Source: an optimization exercise on an open RTL-to-GDS flow (aim: small area). Production flows keep margins and buffers that such runs may drop.
The RTL was checked by simulation tests, not by an equivalence proof against the original design.
Power and IR drop assume default switching activity.

Setup of main:
==> module oc8051_ram_top, before the edit <==
module oc8051_ram_top (clk, 
                       rst, 
		       rd_addr, 
		       rd_data, 
		       wr_addr, 
		       bit_addr, 
		       wr_data, 
		       wr, 
		       bit_data_in, 
		       bit_data_out
		       );
parameter ram_aw = 8;  
input clk, wr, bit_addr, bit_data_in, rst;
input [7:0] wr_data;
input [7:0] rd_addr, wr_addr;
output bit_data_out;
output [7:0] rd_data;
reg [7:0] wr_data_m;
reg [7:0] rd_addr_m, wr_addr_m;
reg        bit_addr_r;
reg  [2:0] bit_select;
assign bit_data_out = rd_data[bit_select];
reg           ph;
reg           pw_wr,
              pw_wr_n;
reg    [7:0]  pw_addr,
              pw_addr_n,
              pw_dat;
reg    [7:0]  rd_addr_r;
reg           zero_r;
reg    [2047:0] mem_q;
always @(posedge clk)
begin
  ph        <= !ph;
  pw_wr     <= wr;
  pw_wr_n   <= !wr;
  pw_addr   <= wr_addr_m;
  pw_addr_n <= ~wr_addr_m;
  pw_dat    <= wr_data_m;
  zero_r    <= rst;
  rd_addr_r <= rd_addr_m;
end
wire [15:0] wr_hi = pw_wr ? (16'h1 << pw_addr[7:4]) : 16'h0;
wire [15:0] wr_lo = 16'h1 << pw_addr[3:0];
wire [15:0] kp_hi = !pw_wr_n ? (16'h1 << ~pw_addr_n[7:4]) : 16'h0;
wire [15:0] kp_lo = 16'h1 << ~pw_addr_n[3:0];
wire [7:0]  wr_val_n = pw_dat ^ {8{ph}};
genvar gr;
generate
  for (gr = 0; gr < 256; gr = gr + 1) begin : g_row
    wire row_wr   = wr_hi[gr / 16] & wr_lo[gr % 16];
    wire row_keep;
    oc8051_ram_nd2 u_keep(.a(kp_hi[gr / 16]), .b(kp_lo[gr % 16]), .y(row_keep));
    always @(posedge clk)
      mem_q[gr*8 +: 8] <= ~((mem_q[gr*8 +: 8] | {8{row_wr}}) & ({8{row_keep}} | wr_val_n));
  end
endgenerate
wire [15:0]  rd_hi = 16'h1 << rd_addr_r[7:4];
wire [15:0]  rd_lo = 16'h1 << rd_addr_r[3:0];
wire [255:0] rd_sel;
wire [7:0]   rd_mux;
genvar gs, gb, gt;
generate
  for (gs = 0; gs < 256; gs = gs + 1) begin : g_sel
    assign rd_sel[gs] = rd_hi[gs / 16] & rd_lo[gs % 16];
  end
  for (gb = 0; gb < 8; gb = gb + 1) begin : g_rbit
    wire [85:0] t;
    for (gt = 0; gt < 85; gt = gt + 1) begin : g_t
      oc8051_ram_ao3n u_ao(.a(mem_q[(3*gt)*8+gb]),   .b(rd_sel[3*gt]),
                           .c(mem_q[(3*gt+1)*8+gb]), .d(rd_sel[3*gt+1]),
                           .e(mem_q[(3*gt+2)*8+gb]), .f(rd_sel[3*gt+2]),
                           .y(t[gt]));
    end
    assign t[85] = !(mem_q[255*8+gb] & rd_sel[255]);
    assign rd_mux[gb] = !(&t);
  end
endgenerate
wire [7:0] rd_cell = rd_mux ^ {8{ph}};
assign rd_data = zero_r ? 8'h00 :
                 (pw_wr && (pw_addr == rd_addr_r)) ? pw_dat : rd_cell;
always @(posedge clk)
  if (rst) begin
    bit_addr_r <= 1'b0;
    bit_select <= 3'b0;
  end else begin
    bit_addr_r <= bit_addr;
    bit_select <= rd_addr[2:0];
  end
always @(rd_addr or bit_addr)
  casex ( {bit_addr, rd_addr[7]} )  
      2'b0?: rd_addr_m = rd_addr;
      2'b10: rd_addr_m = {4'b0010, rd_addr[6:3]};
      2'b11: rd_addr_m = {1'b1, rd_addr[6:3], 3'b000};
  endcase
always @(wr_addr or bit_addr_r)
  casex ( {bit_addr_r, wr_addr[7]} )  
      2'b0?: wr_addr_m = wr_addr;
      2'b10: wr_addr_m = {8'h00, 4'b0010, wr_addr[6:3]};
      2'b11: wr_addr_m = {8'h00, 1'b1, wr_addr[6:3], 3'b000};
  endcase
always @(rd_data or bit_select or bit_data_in or wr_data or bit_addr_r)
  casex ( {bit_addr_r, bit_select} )  
      4'b0_???: wr_data_m = wr_data;
      4'b1_000: wr_data_m = {rd_data[7:1], bit_data_in};
      4'b1_001: wr_data_m = {rd_data[7:2], bit_data_in, rd_data[0]};
      4'b1_010: wr_data_m = {rd_data[7:3], bit_data_in, rd_data[1:0]};
      4'b1_011: wr_data_m = {rd_data[7:4], bit_data_in, rd_data[2:0]};
      4'b1_100: wr_data_m = {rd_data[7:5], bit_data_in, rd_data[3:0]};
      4'b1_101: wr_data_m = {rd_data[7:6], bit_data_in, rd_data[4:0]};
      4'b1_110: wr_data_m = {rd_data[7], bit_data_in, rd_data[5:0]};
      4'b1_111: wr_data_m = {bit_data_in, rd_data[6:0]};
  endcase
endmodule
==> flow/config.mk <==
export PLATFORM = sky130hd
export DESIGN_NAME = oc8051_top
export DESIGN_NICKNAME = oc8051_top
export VERILOG_FILES = /design/flow/design.v
export SDC_FILE = /design/flow/constraint.sdc
export NUM_CORES = 4
export LEC_CHECK = 0
export CAP_MARGIN = 35
export CORE_MARGIN = 2
export CORE_UTILIZATION = 65
export CTS_BUF_LIST = sky130_fd_sc_hd__clkbuf_8
export CTS_CLUSTER_DIAMETER = 80
export CTS_CLUSTER_SIZE = 12
export PLACE_DENSITY = 0.75
export SLEW_MARGIN = 35
==> flow/constraint.sdc <==
create_clock -name core_clock -period 20.0 [get_ports {wb_clk_i}]
set_input_delay 4.0000 -clock core_clock [delete_from_list [all_inputs] [get_ports {wb_clk_i}]]
set_output_delay 4.0000 -clock core_clock [all_outputs]
set_load 0.01 [all_outputs]
standard.sh (not shown) runs the stock make flow with config.mk's settings and CLKGATE_MAP_FILE= SYNTH_SCRIPT=/design/flow/synth_recipe.tcl, a recipe that flattens the netlist after the stock synthesis.
==> flow/flow/run.sh <==
#!/bin/bash
# Layout flow: the standard flow (standard.sh) with these changes:
#  - synthesis: ABC maps the logic with an area-oriented script (flow/area.script)
#    instead of ORFS's speed script; registers are mapped exactly as in the
#    standard synthesis (ABC only maps the combinational logic);
#  - synthesis keeps two tiny cells of the internal RAM (oc8051_ram_ao3n, the
#    read multiplexer's AND-OR-invert, and oc8051_ram_nd2, the row keep NAND)
#    as their own modules, so ABC maps each to one library cell; the standard flow's
#    synthesis wrapper flattens them afterwards, as usual;
#  - the few flip-flops that synthesis leaves with generated instance names get
#    the names the standard synthesis gives them (flow/rename_flops.py), so every
#    register keeps its standard name;
#  - port buffers: the smallest buffer (buf_1) instead of the default choice;
set -euo pipefail
W=$PWD
R=$W/orfs/results/sky130hd/oc8051_top/base

# 1. the standard synthesis, for the flip-flop names
bash standard.sh synth > "$W/flow_std_synth.log" 2>&1
cp "$R/1_2_yosys.v" "$W/std_1_2_yosys.v"
rm -f "$R/1_2_yosys.v" "$R/1_2_yosys.sdc" "$R/1_synth.odb" "$R/1_synth.sdc"

# 2. the area-oriented synthesis: ORFS's synth.tcl with the ABC script swapped
#    right after its preamble, inside the standard flow's synthesis wrapper
sed "s#^source \$::env(SCRIPTS_DIR)/synth_preamble.tcl\$#source \$::env(SCRIPTS_DIR)/synth_preamble.tcl\nset abc_args [lreplace \$abc_args 1 1 $W/flow/area.script]#" \
  "$FLOW_HOME/scripts/synth.tcl" > "$W/synth_area.tcl"
grep -q "flow/area.script" "$W/synth_area.tcl"
sed "s#\$::env(SCRIPTS_DIR)/synth.tcl#$W/synth_area.tcl#" synth_recipe.tcl > "$W/synth_recipe_area.tcl"
grep -q "synth_area.tcl" "$W/synth_recipe_area.tcl"
ARGS=(SYNTH_SCRIPT="$W/synth_recipe_area.tcl" SYNTH_KEEP_MODULES="oc8051_ram_ao3n oc8051_ram_nd2")
bash standard.sh "${ARGS[@]}" "$R/1_2_yosys.v" > "$W/flow_synth.log" 2>&1
cp "$R/1_2_yosys.v" "$W/area_1_2_yosys.v"

# 3. standard flip-flop names
python3 "$W/flow/rename_flops.py" "$W/std_1_2_yosys.v" "$R/1_2_yosys.v" > "$W/flow_rename.log" 2>&1

# 4. the rest of the flow
CTS="-sink_clustering_enable -repair_clock_nets -sink_clustering_size 12 -sink_clustering_max_diameter 80 -buf_list sky130_fd_sc_hd__clkbuf_8 -dont_use_dummy_load"
bash standard.sh "${ARGS[@]}" CTS_ARGS="$CTS" BUFFER_PORTS_ARGS="-buffer_cell sky130_fd_sc_hd__buf_1" finish > "$W/flow_make.log" 2>&1

# the layout's netlist must still carry the renamed flip-flops
python3 - "$W/std_1_2_yosys.v" "$R/6_final.v" > "$W/flow_check.log" 2>&1 <<'PY'
import re, sys
ff = re.compile(r'^\s*(sky130_fd_sc_hd__(?:df|edf|sdf|dl)\w*)\s+(\S+)\s*\(', re.M)
a = {n for _, n in ff.findall(open(sys.argv[1]).read())}
b = {n for _, n in ff.findall(open(sys.argv[2]).read())}
print(len(a), len(b), sorted(a - b)[:5], sorted(b - a)[:5])
PY
Other scripts of this flow, unchanged in this note and not shown: flow/flow/area.script, flow/flow/rename_flops.py
--- input diff main..the feature branch ---
--- a/flow/design.v
+++ b/flow/design.v
@@ -818,7 +818,6 @@
 reg        bit_addr_r;
 reg  [2:0] bit_select;
 assign bit_data_out = rd_data[bit_select];
-reg           ph;
 reg           pw_wr,
               pw_wr_n;
 reg    [7:0]  pw_addr,
@@ -829,7 +828,6 @@
 reg    [2047:0] mem_q;
 always @(posedge clk)
 begin
-  ph        <= !ph;
   pw_wr     <= wr;
   pw_wr_n   <= !wr;
   pw_addr   <= wr_addr_m;
@@ -842,7 +840,6 @@
 wire [15:0] wr_lo = 16'h1 << pw_addr[3:0];
 wire [15:0] kp_hi = !pw_wr_n ? (16'h1 << ~pw_addr_n[7:4]) : 16'h0;
 wire [15:0] kp_lo = 16'h1 << ~pw_addr_n[3:0];
-wire [7:0]  wr_val_n = pw_dat ^ {8{ph}};
 genvar gr;
 generate
   for (gr = 0; gr < 256; gr = gr + 1) begin : g_row
@@ -850,7 +847,7 @@
     wire row_keep;
     oc8051_ram_nd2 u_keep(.a(kp_hi[gr / 16]), .b(kp_lo[gr % 16]), .y(row_keep));
     always @(posedge clk)
-      mem_q[gr*8 +: 8] <= ~((mem_q[gr*8 +: 8] | {8{row_wr}}) & ({8{row_keep}} | wr_val_n));
+      mem_q[gr*8 +: 8] <= (mem_q[gr*8 +: 8] | {8{row_wr}}) & ({8{row_keep}} | pw_dat);
   end
 endgenerate
 wire [15:0]  rd_hi = 16'h1 << rd_addr_r[7:4];
@@ -874,7 +871,7 @@
     assign rd_mux[gb] = !(&t);
   end
 endgenerate
-wire [7:0] rd_cell = rd_mux ^ {8{ph}};
+wire [7:0] rd_cell = rd_mux;
 assign rd_data = zero_r ? 8'h00 :
                  (pw_wr && (pw_addr == rd_addr_r)) ? pw_dat : rd_cell;
 always @(posedge clk)
[summary]
Going from main to the feature branch, final HPWL from detailed placement +about 0.37%; register bit count reported by yosys ~0 delta; clock period minus worst slack -0.91 ns; wire length -3200 um.
The maximum clock frequency of the feature branch is higher than that of main.
| aggregate global-route resource usage | the feature branch vs main | 2.3 points lower |
Compared with main, in the feature branch maximum number of pins on one net before global-route repair now sits higher; ratio of total power to cell area now sits lower.
When the final numbers for main and the feature branch were put side by side, the area after synthesis turned out to be greater in the feature branch.
Delta (the feature branch minus main): total power flat, net total in the final layout flat.
In terms of total instance count after detailed placement, the feature branch and main differ only marginally.

## what the ideal ports hide
How much do the figures lean on ideal ports? The routed layouts below were timed once more, with nothing changed but the port constraints.
Step 1, drivers: a clkbuf_16 drives wb_clk_i and a buf_2 each remaining input, both assumed.
Step 2 adds t to the input delays and takes it off the output delays; t is the mean of the earliest and latest rising clock arrival at the registers after step 1. Input paths then give back, and output paths get back, about the clock's delay inside the block.
Three values: ideal, step 1, step 2; two values: the first two.
run | t (ns) | setup slack, ns | worst register clock-pin slew, ns
main | 1.143 | 1.382 / 1.285 / 2.429 | 0.10 / 0.10
the feature branch | 1.141 | 2.289 / 2.198 / 3.043 | 0.10 / 0.10
After both steps every run listed still meets setup and hold.
